Background: an optimization exercise with open tools, aiming at small area, a short achievable clock period and few clock cycles. Do not read the settings as production practice.
The RTL was checked by simulation tests, not by an equivalence proof against the original design.
Power and IR drop assume default switching activity.

==> design/flow/flow/run.sh <==
#!/bin/bash
# The standard layout, with smaller, faster buffers (buf_2) on the ports.
set -o pipefail
bash standard.sh "BUFFER_PORTS_ARGS=-buffer_cell sky130_fd_sc_hd__buf_2" finish > orfs_flow.log 2>&1
==> design/flow/constraint.sdc <==
create_clock -name core_clock -period 6.5 [get_ports {CLK}]
set_input_delay 1.3000 -clock core_clock [delete_from_list [all_inputs] [get_ports {CLK}]]
set_output_delay 1.3000 -clock core_clock [all_outputs]
set_load 0.01 [all_outputs]
==> design/flow/standard.sh <==
#!/bin/bash
# synth_recipe.tcl (not shown) runs the flow's synth.tcl, then flattens the netlist and writes it again
# the make line also repeats each setting of config.mk as NAME=value (left out here)
make -C /OpenROAD-flow-scripts/flow DESIGN_CONFIG=/design/flow/config.mk WORK_HOME=/design/flow/orfs CLKGATE_MAP_FILE= SYNTH_SCRIPT=/design/flow/synth_recipe.tcl "${@:-finish}"
==> design/flow/config.mk <==
export PLATFORM = sky130hd
export DESIGN_NAME = fadd
export DESIGN_NICKNAME = fadd
export VERILOG_FILES = /design/flow/design.v
export SDC_FILE = /design/flow/constraint.sdc
export NUM_CORES = 8
export LEC_CHECK = 0
export ABC_AREA = 1
export CAP_MARGIN = 20
export CORE_MARGIN = 2
export CORE_UTILIZATION = 60
export GPL_TIMING_DRIVEN = 0
export SETUP_SLACK_MARGIN = 2.5
export SLEW_MARGIN = 20
==> design/flow/design.v <==
module fadd (
  input               CLK   ,
  input               RSTn  ,
  input               DVI   ,
  input        [15:0] A     ,
  input        [15:0] B     ,
  output logic        DVO   ,
  output logic [ 5:0] S_TYPE,  
  output logic [15:0] S
);
  localparam logic [4:0] CUTS = 5'b10110;
  logic        ea_max, eb_max, a_nan, b_nan, a_inf, b_inf, swap;
  logic [ 1:0] s0_spec;       
  logic        s0_sign, s0_esub;
  logic [ 4:0] eff_a, eff_b, d_ab, d_ba, s0_sh, s0_eff;
  logic [10:0] sig_a, sig_b, s0_sigl, s0_sigs;
  always_comb begin
    ea_max = &A[14:10];
    eb_max = &B[14:10];
    a_nan  = ea_max & (|A[9:0]);
    b_nan  = eb_max & (|B[9:0]);
    a_inf  = ea_max & ~(|A[9:0]);
    b_inf  = eb_max & ~(|B[9:0]);
    if ((a_nan & ~A[9]) | (b_nan & ~B[9]))
      s0_spec = 2'b01;
    else if (a_nan | b_nan | (a_inf & b_inf & (A[15] ^ B[15])))
      s0_spec = 2'b10;
    else if (a_inf | b_inf)
      s0_spec = 2'b11;
    else
      s0_spec = 2'b00;
    swap  = B[14:0] > A[14:0];
    eff_a = {A[14:11], A[10] | ~(|A[14:10])};
    eff_b = {B[14:11], B[10] | ~(|B[14:10])};
    d_ab  = eff_a - eff_b;
    d_ba  = eff_b - eff_a;
    sig_a = {|A[14:10], A[9:0]};
    sig_b = {|B[14:10], B[9:0]};
    s0_sh   = swap ? d_ba  : d_ab;
    s0_eff  = swap ? eff_b : eff_a;
    s0_sigl = swap ? sig_b : sig_a;
    s0_sigs = swap ? sig_a : sig_b;
    if (s0_spec != 2'b00)
      s0_sign = ea_max ? A[15] : B[15];
    else
      s0_sign = swap ? B[15] : A[15];
    s0_esub = A[15] ^ B[15];
  end
  logic [ 1:0] c1_spec;
  logic        c1_sign, c1_esub;
  logic [ 4:0] c1_sh, c1_eff;
  logic [10:0] c1_sigl, c1_sigs;
  if (CUTS[0]) begin : g_c1
    always_ff @(posedge CLK) begin
      c1_spec <= s0_spec; c1_sign <= s0_sign; c1_esub <= s0_esub;
      c1_sh   <= s0_sh;   c1_eff  <= s0_eff;
      c1_sigl <= s0_sigl; c1_sigs <= s0_sigs;
    end
  end else begin : g_n1
    always_comb begin
      c1_spec = s0_spec; c1_sign = s0_sign; c1_esub = s0_esub;
      c1_sh   = s0_sh;   c1_eff  = s0_eff;
      c1_sigl = s0_sigl; c1_sigs = s0_sigs;
    end
  end
  logic [11:0] s1_ys;
  logic        s1_sticky;
  always_comb begin
    s1_ys     = {c1_sigs, 1'b0} >> c1_sh;
    s1_sticky = 1'b0;
    for (int i = 0; i < 11; i++)
      if (5'(i + 1) < c1_sh)
        s1_sticky = s1_sticky | c1_sigs[i];
  end
  logic [ 1:0] c2_spec;
  logic        c2_sign, c2_esub, c2_sticky;
  logic [ 4:0] c2_eff;
  logic [10:0] c2_sigl;
  logic [11:0] c2_ys;
  if (CUTS[1]) begin : g_c2
    always_ff @(posedge CLK) begin
      c2_spec <= c1_spec; c2_sign <= c1_sign; c2_esub <= c1_esub;
      c2_eff  <= c1_eff;  c2_sigl <= c1_sigl;
      c2_ys   <= s1_ys;   c2_sticky <= s1_sticky;
    end
  end else begin : g_n2
    always_comb begin
      c2_spec = c1_spec; c2_sign = c1_sign; c2_esub = c1_esub;
      c2_eff  = c1_eff;  c2_sigl = c1_sigl;
      c2_ys   = s1_ys;   c2_sticky = s1_sticky;
    end
  end
  logic [13:0] s2_x;
  always_comb
    if (c2_esub)
      s2_x = {1'b0, c2_sigl, 2'b00} - {1'b0, c2_ys, c2_sticky};
    else
      s2_x = {1'b0, c2_sigl, 2'b00} + {1'b0, c2_ys, c2_sticky};
  logic [ 1:0] c3_spec;
  logic        c3_sign;
  logic [ 4:0] c3_eff;
  logic [13:0] c3_x;
  if (CUTS[2]) begin : g_c3
    always_ff @(posedge CLK) begin
      c3_spec <= c2_spec; c3_sign <= c2_sign; c3_eff <= c2_eff; c3_x <= s2_x;
    end
  end else begin : g_n3
    always_comb begin
      c3_spec = c2_spec; c3_sign = c2_sign; c3_eff = c2_eff; c3_x = s2_x;
    end
  end
  logic [12:0] wm;
  logic [ 3:0] s3_k;
  always_comb begin
    wm = c3_x[13:1];
    for (int i = 0; i < 13; i++)
      if (c3_eff == 5'(12 - i))
        wm[i] = 1'b1;
    s3_k = 4'd13;
    for (int i = 0; i < 13; i++)
      if (wm[i])
        s3_k = 4'(12 - i);
  end
  logic [ 1:0] c4_spec;
  logic        c4_sign;
  logic [ 4:0] c4_eff;
  logic [13:0] c4_x;
  logic [ 3:0] c4_k;
  if (CUTS[3]) begin : g_c4
    always_ff @(posedge CLK) begin
      c4_spec <= c3_spec; c4_sign <= c3_sign; c4_eff <= c3_eff; c4_x <= c3_x; c4_k <= s3_k;
    end
  end else begin : g_n4
    always_comb begin
      c4_spec = c3_spec; c4_sign = c3_sign; c4_eff = c3_eff; c4_x = c3_x; c4_k = s3_k;
    end
  end
  logic [12:0] n;
  logic [ 4:0] e_n;
  logic        ovf;
  logic [15:0] s4_s;
  logic [ 5:0] s4_t;
  always_comb begin
    n   = c4_x[13:1] << c4_k;
    e_n = n[12] ? c4_eff + 5'd1 - 5'(c4_k) : 5'd0;
    ovf = (c4_eff == 5'd30 && c4_x[13]) ||
          (e_n == 5'd30 && (&n[11:2]) && ((|n[1:0]) | c4_x[0]));
    s4_s[15] = c4_sign;
    case (c4_spec)
      2'b01: begin s4_s[14:0] = 15'h7FFF; s4_t = 6'b000001; end
      2'b10: begin s4_s[14:0] = 15'h7FFF; s4_t = 6'b000010; end
      2'b11: begin s4_s[14:0] = 15'h7C00; s4_t = 6'b000100; end
      default:
        if (ovf) begin
          s4_s[14:0] = 15'h7C00; s4_t = 6'b000100;
        end else begin
          s4_s[14:0] = {e_n, n[11:2]};
          if (n[12])
            s4_t = 6'b100000;
          else if (|n[11:2])
            s4_t = 6'b010000;
          else
            s4_t = 6'b001000;
        end
    endcase
  end
  if (CUTS[4]) begin : g_c5
    always_ff @(posedge CLK) begin
      S <= s4_s; S_TYPE <= s4_t;
    end
  end else begin : g_n5
    always_comb begin
      S = s4_s; S_TYPE = s4_t;
    end
  end
  localparam int LAT = int'(CUTS[0]) + int'(CUTS[1]) + int'(CUTS[2]) + int'(CUTS[3]) + int'(CUTS[4]);
  logic [LAT:0] dv;
  always_comb dv[0] = DVI;
  always_ff @(negedge RSTn, posedge CLK)
    if (!RSTn)
      dv[LAT:1] <= '0;
    else
      dv[LAT:1] <= dv[LAT-1:0];
  always_comb DVO = dv[LAT];
endmodule
==> results of run 1 <==
worst max-delay path, delay by kind of cell:
kind / cells / cell delay (ns)
buf+inv: 4 / 0.56
fa+ha+maj: 1 / 0.30
simple gates: 5 / 0.60
compound gates: 7 / 1.16
mux: 1 / 0.16
placed cells by master (no fill, tap or decap), drive strengths merged:
cell      instances
nand2           185
inv             135
o21ai            78
dfxtp            77
buf              64
nor2             61
nand3            60
ha               55
a21oi            43
clkbuf           24
nand4            17
xor2             15
o21bai            7
o22ai             6
xnor2             5
nor4              5
mux2i             4
o221ai            4
fa                4
nor3              4
o31ai             4
nand3b            3
o211ai            3
dfrtp             3
clkinv            3
a31oi             2
a221oi            2
a32oi             2
bufinv            2
or2               2
nor3b             1
a21o              1
a21boi            1
a22oi             1
clkinvlp          1
stage by stage:
step / utilization / setup WS (ns) / area, um2
3_5_place_dp: 0.659 / 2.13 / 6040
6_report: 0.688 / 2.68 / 6290
5_1_grt: 0.688 / 2.48 / 6290
2_1_floorplan: - / 2.80 / 5610
4_1_cts: 0.683 / 2.53 / 6250
3_3_place_gp: 0.659 / 2.12 / 6040
report_power, final:
part	leakage, uW	switching, uW	internal, uW	total [uW]
sequential	0.000678	74.7	639	714
clock	0.000107	187	219	405
combinational	0.00254	872	510	1380
final cells by class:
type	count	share of cell area
Multi-Input combinational cell	575	0.541
Sequential cell	80	0.258
Inverter	135	0.0805
Timing Repair Buffer	57	0.0453
Tap cell	111	0.0221
Clock buffer	10	0.0203
Buffer	21	0.0181
Clock inverter	6	0.0143
registers in the layout, indices dropped and copies added (netlist names):
signal / flops
S: 16
c2_spec: 2
S_TYPE: 6
c2_ys: 12
c3_eff: 5
c2_eff: 5
dv: 3
c2_sign: 1
c3_sign: 1
c2_sigl: 11
c3_x: 14
c2_esub: 1
c2_sticky: 1
c3_spec: 2
timing repair:
action                                  4_1_cts  5_1_grt
endpoints found under the setup margin        1       40
endpoints found under the hold margin         0        0
buffers inserted                              0        0
pin swaps                                     0        1
gates cloned                                  0        0
gates resized for setup                       1       24
per-layer routing:
metal / routed length (um) / global-route usage / up-vias / part of all wire
met5: 0 / 0 / - / 0
met4: 332 / 0.100 / 0 / 0.025
met3: 509 / 0.0451 / 25 / 0.038
met2: 6570 / 0.487 / 128 / 0.49
met1: 5880 / 0.331 / 2436 / 0.44
li1: - / - / 2772 / -
cell families after synthesis:
kind of cell | after synthesis | synth area share
AND/OR/NAND/NOR | 338 | 0.272
buffers and inverters | 156 | 0.109
AO/OA/AOI/OAI | 154 | 0.155
flip-flops | 80 | 0.288
adder cells (fa/ha/maj) | 59 | 0.137
XOR/XNOR | 20 | 0.0312
multiplexers | 4 | 0.00714
cells in the mapped netlist (all sizes together):
cell type  count  share of area
a221oi         2         0.0031
dfxtp         77           0.27
a31oi          2         0.0022
nand3b         3         0.0040
fa             4          0.014
inv          132          0.088
o31ai          4         0.0062
nor4           5         0.0056
nor3b          1         0.0022
or2            2         0.0022
nor3           4         0.0045
a22oi          1         0.0013
nor2          61          0.043
o221ai         4         0.0062
nand4         17          0.019
ha            55           0.12
o21bai         7         0.0094
clkinv         3         0.0020
o22ai          6         0.0067
xor2          15          0.023
a21oi         43          0.040
dfrtp          3          0.013
nand2        185           0.13
nand3         60          0.060
buf            8          0.010
o21ai         78          0.070
a32oi          2         0.0031
clkbuf        13         0.0087
a21o           1         0.0013
xnor2          5         0.0078
a21boi         1         0.0013
o211ai         3         0.0040
mux2i          4         0.0071
path summary, 6_finish.rpt:
kind,startpoint,to,slack (ns),cells past startpoint
min in group asynchronous,RSTn,dv[1],0.71,1
max in group asynchronous,RSTn,dv[3],5.69,1
worst max-delay path,A[2],c2_ys[1],2.68,18
worst max register to register,c3_eff[4],S[8],2.74,22
worst min register to register,c2_eff[0],c3_eff[0],0.31,0
worst min-delay path,c2_eff[0],c3_eff[0],0.31,0
==> impl_metrics.csv, run 1 <==
group,metric,value,unit
status,outcome,"timing/DRC/antenna clean",
final_layout,nFillCells,825,
synth,avgSynthCellArea,6.92,um2
drt,routedWlPerCell,13.4,um
sta,relSlewSlack,0.583,
die,pin_count,58,
grt,antenna_found_initial,0,
sta,fmax,0.262,GHz
final_layout,finalNonFillerCells,995,
critical_path,crit_path_top_delay_cell,"ha_1",
final_layout,multiInputGateArea,3410,um2
sta,finalSetupTns,0,ns
clock_tree,path_clk_slew,0.09,ns
clock_tree,cts.sinks,80,
critical_path,cpPeakStageDelay,0.30,ns
drt,drc,0,
critical_path,crit_type,"in -> reg",
sta,finalSetupViolCount,0,
critical_path,worst_setup_path_start_kind,"input pin",
sta,grt_setup_unrepaired,"true",
die,rows,35,
drt,vias_per_cell,5.39,
clock_tree,clock_latency,0.36,ns
power_and_ir_drop,p_leak,0.00333,uW
place,portBuffers,57,
final_layout,drive_gt1_frac,0.137,
sta,drv_slew,0,
clock_tree,htreeDepth,3,
sta,tightest_slew,0.620,ns
sta,final.period_utilization,0.588,
critical_path,cp_cell_sequence,"buf_2 -> inv_1 -> ha_1 -> nand2_1 -> o21ai_0 -> a21oi_1 -> or2_2 -> a21boi_0 -> nor2_1 -> o21ai_1 -> nand2_1 -> buf_2 -> clkbuf_2 -> nand2_1 -> o21ai_0 -> o21ai_0 -> mux2i_1 -> o221ai_1",
grt,grt_start_max_net_pins,16,
synth,syn-cell-area,5610,um2
drt,ant_nets,0,
drt,num_vias,5361,
final_layout,antennaDiodeCount,0,
clock_tree,clockBufferDepth,2,
final_layout,final_nets,973,
drt,routed_wl,13300,um
critical_path,cp.arrival,4.08,ns
power_and_ir_drop,power.density,397,nW/um2
die,core,9150,um2
critical_path,endpoint_kind,"register",
drt,drt_first_pass_iters,5,
die,die_h,101,um
grt,grt_pass1_wl,22300,um
sta,holdWs,0.309,ns
worst_hold_path,hold_class,"reg -> reg",
final_layout,syn_to_final_growth,12.2,%
power_and_ir_drop,vdd_ir_drop_max,0.171,mV
clock_tree,cts_root_buffer,"clkbuf_8",
sta,skew,0.0205,ns
synth,yosysWarningCount,1,
place,dpl.hpwl,11000,um
grt,grt_usage,0.274,
place,place.gp.congestion,0.955,
synth,synth_cell_type_count,46,
power_and_ir_drop,finalPower,2500,uW
run,cap_violations,0,
synth,syn_nets,905,
synth,synth_seq_cells,80,
place,place_inst,979,
die,initial_utilization,0.613,
drt,drt_iter0_markers,202,
final_layout,seq_area,1620,um2
synth,syn_inst,811,
clock_tree,cts_buffers,9,
grt,grt_pass1_vias,5099,
clock_tree,holdBufCountCts,0,
sta,finalHoldViolations,0,
grt,overflow,0,
critical_path,crit_fanout,10,
die,dieArea,10100,um2
critical_path,cp.required,6.76,ns
die,die_w,101,um
sta,period_needed,3.82,ns
clock_tree,cts_tree,"built",
synth,ys_seq_area_frac,0.288,
Testbench counts, summed over its fixed seeds: cycles 4,120.
==> run 2: changes to the inputs <==
--- a/design/flow/design.v
+++ b/design/flow/design.v
@@ -10,3 +10,3 @@
 );
-  localparam logic [4:0] CUTS = 5'b10110;
+  localparam logic [4:0] CUTS = 5'b11111;
   logic        ea_max, eb_max, a_nan, b_nan, a_inf, b_inf, swap;
@@ -94,6 +94,3 @@
   always_comb
-    if (c2_esub)
-      s2_x = {1'b0, c2_sigl, 2'b00} - {1'b0, c2_ys, c2_sticky};
-    else
-      s2_x = {1'b0, c2_sigl, 2'b00} + {1'b0, c2_ys, c2_sticky};
+    s2_x = {1'b0, c2_sigl, 2'b00} + ({1'b0, c2_ys, c2_sticky} ^ {14{c2_esub}}) + 14'(c2_esub);
   logic [ 1:0] c3_spec;
@@ -111,5 +108,11 @@
   end
-  logic [12:0] wm;
+  logic [12:0] wm, lim;
   logic [ 3:0] s3_k;
+  logic        s3_sub, s3_ovf;
   always_comb begin
+    lim = '0;
+    for (int i = 0; i < 13; i++)
+      if (c3_eff >= 5'(12 - i))
+        lim[i] = 1'b1;
+    s3_sub = ~(|(c3_x[13:1] & lim));
     wm = c3_x[13:1];
@@ -122,7 +125,10 @@
         s3_k = 4'(12 - i);
+    s3_ovf = (c3_x[13] & (c3_eff == 5'd30)) |
+             (c3_x[13] & (c3_eff == 5'd29) & (&c3_x[12:3]) & (|c3_x[2:0])) |
+             (~c3_x[13] & c3_x[12] & (c3_eff == 5'd30) & (&c3_x[11:2]) & (|c3_x[1:0]));
   end
   logic [ 1:0] c4_spec;
-  logic        c4_sign;
+  logic        c4_sign, c4_sub, c4_ovf;
   logic [ 4:0] c4_eff;
-  logic [13:0] c4_x;
+  logic [12:0] c4_w;
   logic [ 3:0] c4_k;
@@ -130,3 +136,4 @@
     always_ff @(posedge CLK) begin
-      c4_spec <= c3_spec; c4_sign <= c3_sign; c4_eff <= c3_eff; c4_x <= c3_x; c4_k <= s3_k;
+      c4_spec <= c3_spec; c4_sign <= c3_sign; c4_eff <= c3_eff; c4_w <= c3_x[13:1];
+      c4_k <= s3_k; c4_sub <= s3_sub; c4_ovf <= s3_ovf;
     end
@@ -134,3 +141,4 @@
     always_comb begin
-      c4_spec = c3_spec; c4_sign = c3_sign; c4_eff = c3_eff; c4_x = c3_x; c4_k = s3_k;
+      c4_spec = c3_spec; c4_sign = c3_sign; c4_eff = c3_eff; c4_w = c3_x[13:1];
+      c4_k = s3_k; c4_sub = s3_sub; c4_ovf = s3_ovf;
     end
@@ -139,3 +147,2 @@
   logic [ 4:0] e_n;
-  logic        ovf;
   logic [15:0] s4_s;
@@ -143,6 +150,4 @@
   always_comb begin
-    n   = c4_x[13:1] << c4_k;
-    e_n = n[12] ? c4_eff + 5'd1 - 5'(c4_k) : 5'd0;
-    ovf = (c4_eff == 5'd30 && c4_x[13]) ||
-          (e_n == 5'd30 && (&n[11:2]) && ((|n[1:0]) | c4_x[0]));
+    n   = c4_w << c4_k;
+    e_n = c4_sub ? 5'd0 : c4_eff + 5'd1 - {1'b0, c4_k};
     s4_s[15] = c4_sign;
@@ -153,3 +158,3 @@
       default:
-        if (ovf) begin
+        if (c4_ovf) begin
           s4_s[14:0] = 15'h7C00; s4_t = 6'b000100;
@@ -157,3 +162,3 @@
           s4_s[14:0] = {e_n, n[11:2]};
-          if (n[12])
+          if (!c4_sub)
             s4_t = 6'b100000;
==> design/flow/flow/run.sh (replaced) <==
#!/bin/bash
# The standard layout, except: no full/half-adder cell extraction before ABC
# (ADDER_MAP_FILE empty), smaller, faster buffers (buf_2) on the ports, and
# a clock tree of clkbuf_8 without dummy loads.
set -o pipefail
bash standard.sh ADDER_MAP_FILE= \
  "BUFFER_PORTS_ARGS=-buffer_cell sky130_fd_sc_hd__buf_2" \
  "CTS_ARGS=-sink_clustering_enable -repair_clock_nets -buf_list sky130_fd_sc_hd__clkbuf_8 -dont_use_dummy_load" \
  finish > orfs_flow.log 2>&1
--- a/design/flow/config.mk
+++ b/design/flow/config.mk
@@ -11,4 +11,4 @@
 export CORE_UTILIZATION = 60
+export CTS_BUF_LIST = sky130_fd_sc_hd__clkbuf_8
 export GPL_TIMING_DRIVEN = 0
-export SETUP_SLACK_MARGIN = 2.5
 export SLEW_MARGIN = 20
==> run 2 against run 1 <==
  * Highest routed layer unchanged
  * Register-to-register slack gained 1.8 ns
  * Critical path type unchanged
  * Clock-buffer cell count rose by 7
  * Combinational power shrank about 20%
  * Synthesized cell count rose by 13%
  * Non-clock buffer count grew 1
  * Flip-flop and latch count rose by 64
  * Sequential share of layout area grew 13 points
==> impl_metrics.csv, run 2 <==
group,metric,value,unit
critical_path,critical-path-top-delay-family,"simple AND/OR/NAND/NOR gates",
place,dpl.hpwl,11900,um
grt,grt_use_met2,0.461,
power_and_ir_drop,switching_share,0.382,
critical_path,crit_path_top_delay_cell,"nor3_1",
sta,fmax,0.388,GHz
critical_path,cpMostUsedCell,"nand2_1",
critical_path,endpoint_kind,"register",
critical_path,cp.required,6.81,ns
grt,grt_start_max_net_pins,17,
sta,final.period_utilization,0.396,
die,core,10900,um2
clock_tree,cts_resized,0,
grt,antenna_found_initial,0,
clock_tree,path_clk_slew,0.08,ns
clock_tree,clock_latency,0.45,ns
critical_path,cp.arrival,2.88,ns
final_layout,final_common_cell,"nand2_1",
final_layout,layout_common_cells,"nand2_1, dfxtp_1, inv_1, nor2_1, o21ai_0",
final_layout,fin_area,7400,um2
drt,routed_wl,14800,um
grt,grt_pass1_vias,5611,
final_layout,largest_register_ffs,16,
synth,syn_inst,917,
final_layout,largest_register,"S",
synth,yosysWarningCount,1,
power_and_ir_drop,p_int,1760,uW
grt,gr-usage-met3,0.0551,
drt,vias_per_cell,5.21,
die,pin_count,58,
place,dpl-instance-area,7170,um2
grt,grt_pass1_wl,24900,um
critical_path,cp_num_buf_inv,4,
grt,grt_util_met1,0.326,
power_and_ir_drop,p_leak,0.00362,uW
final_layout,syn_to_final_growth,10.4,%
die,die_h,110,um
clock_tree,cts_tree,"built",
clock_tree,htreeDepth,4,
drt,drt_iter0_markers,414,
drt,drt_first_pass_iters,8,
power_and_ir_drop,seq_power_share,0.436,
synth,avgSynthCellArea,7.31,um2
grt,overflow,0,
clock_tree,cts.sinks,144,
power_and_ir_drop,vdd_ir_drop_max,0.228,mV
final_layout,finalNonFillerCells,1131,
clock_tree,cts_buffers,17,
clock_tree,postCtsSetupRepairBufs,0,
power_and_ir_drop,clockPowerShare,0.176,
sta,grt_setup_unrepaired,"false",
critical_path,worst_setup_path_start_kind,"input pin",
critical_path,cpPeakStageDelay,0.42,ns
sta,layout_setup_ws,3.93,ns
final_layout,largestRegisters,"S: 16 flops, c3_x: 14 flops",
final_layout,final_nets,1028,
synth,synth_cell_type_count,50,
synth,ys_seq_area_frac,0.434,
synth,synth_edf_count,0,
critical_path,crit_type,"in -> reg",
sta,drv_slew,0,
die,initial_utilization,0.616,
drt,routedWlPerCell,13.1,um
drt,drc,0,
die,dieArea,12000,um2
drt,num_vias,5898,
die,rows,38,
final_layout,drive_gt1_frac,0.169,
sta,finalSetupViolCount,0,
power_and_ir_drop,netSwitchingPower,1090,uW
clock_tree,holdBufCountCts,0,
sta,relSlewSlack,0.589,
worst_hold_path,hold_class,"reg -> reg",
sta,period_needed,2.57,ns
synth,syn-cell-area,6710,um2
sta,skew,0.0252,ns
power_and_ir_drop,finalPower,2850,uW
synth,syn_nets,952,
grt,busiest_layer,"met2",
synth,synth_area_leader_cell,"dfxtp_1",
die,die_w,110,um
place,place_inst,1114,
clock_tree,cts_root_buffer,"clkbuf_8",
place,place_ws,3.52,ns
synth,synth_top_flop_cell,"dfxtp_1",
final_layout,antennaDiodeCount,0,
sta,finalSetupTns,0,ns
critical_path,cp_cell_sequence,"buf_2 -> inv_1 -> nand2_1 -> nand2_1 -> nor3_1 -> nand2_1 -> nand2_1 -> nand2_1 -> nand2_1 -> nand2_2 -> buf_6 -> buf_6 -> nand2_1 -> o21ai_2",
synth,synth_top_cell_area_share,0.415,
place,portBuffers,57,
status,outcome,"timing/DRC/antenna clean",
power_and_ir_drop,pwr-share-comb,0.388,
synth,synth_seq_cells,144,
run,cap_violations,0,
clock_tree,clockBufferDepth,2,
drt,ant_nets,0,
synth,yosysMostFrequentCell,"nand2_1",
place,place.gp.congestion,0.958,
synth,synth_area_leaders,"dfxtp_1, nand2_1, inv_1",
sta,tightest_slew,0.611,ns
synth,synth_common_cells,"nand2_1, dfxtp_1, inv_1",
power_and_ir_drop,power.density,384,nW/um2
synth,synth-async-reset-ratio,0.0347,
sta,finalHoldViolations,0,
grt,grt_usage,0.268,
critical_path,crit_fanout,10,
run 2: worst paths after layout:
path / startpoint / to / slack [ns] / depth (start not counted)
min reg2reg: c1_eff[2] / c2_eff[2] / 0.30 / 0
max in group asynchronous: RSTn / dv[3] / 5.72 / 1
max reg2reg: c2_esub / c3_x[13] / 4.57 / 9
min in group asynchronous: RSTn / dv[4] / 0.66 / 1
max: A[6] / c1_sigs[9] / 3.93 / 14
min: c1_eff[2] / c2_eff[2] / 0.30 / 0
run 2: metrics by stage:
stage          hold WS, ns   util
6_report             0.304  0.680
5_1_grt              0.320  0.680
3_3_place_gp         0.310  0.658
2_1_floorplan        0.310      -
3_5_place_dp         0.312  0.658
4_1_cts              0.309  0.680
run 2: metal layers:
metal  routed length [um]  share of wire
met5                    0              0
met3                  700          0.047
met4                  387          0.026
met1                 6630           0.45
met2                 7120           0.48
run 2: kinds of logic (layout without fill, tap and decap cells):
group / after synthesis / after routing / share of synthesized area
simple gates: 435 / 435 / 0.280
compound gates: 160 / 160 / 0.143
buf+inv: 145 / 219 / 0.0933
flops: 144 / 144 / 0.434
xor+xnor: 31 / 31 / 0.0472
mux: 2 / 2 / 0.00298
run 2: area by class of cell:
| class | count | area, um2 |
|---|---|---|
| inverters | 123 | 469 |
| plain buffers | 22 | 156 |
| fillers | 924 | 3490 |
| repair buffers | 57 | 285 |
| flip-flops and latches | 144 | 2910 |
| multi-input cells | 628 | 3170 |
| well taps | 140 | 175 |
| clock buffers | 17 | 234 |
run 2: worst reg2reg max path: stages (launching register included):
cell     delay [ns]
dfxtp_1        0.31
buf_6          0.13
buf_12         0.15
xnor2_2        0.18
nor2_2         0.06
o21ai_0        0.43
o21ai_1        0.14
nand2_1        0.08
nand3_1        0.14
xor2_1         0.18
run 2: power groups by stage:
stage                     registers [uW]  logic [uW]  clock network, uW
final                               1240        1100                500
after global routing                1270        1250                551
after CTS                           1240        1100                507
after detailed placement            1260        1100                  0
after global placement              1260        1080                  0
after floorplan                     1240         819                  0
Testbench counts of run 2, summed over its fixed seeds: cycles 4,136.

[static timing again, ports no longer ideal]
No port has a modelled driver above. Below, the same layouts with a new extraction and two added sets of constraints. Step 1 sets driving cells, clkbuf_16 on the clock port and buf_2 on the other inputs (assumed; they add their load-dependent delay and slew). Step 2, shift: input delay + t, output delay - t, t = (earliest + latest rising clock arrival at the registers) / 2. This alone moves slack from input paths to output paths. a / b / c = no drivers / after step 1 / after step 2; a / b = the first two.
run	t (ns)	setup WS [ns]	worst data-port slew with drivers (ns)	pins driven straight from the clock port
run 1	0.381	2.679 / 2.689 / 2.308	0.03	1
run 2	0.468	3.926 / 3.936 / 3.469	0.03	1
After both steps setup and hold are still met in every run listed. For run 2, which loses most, drivers alone change the setup slack by +0.010 ns; drivers and shift together by -0.457 ns.
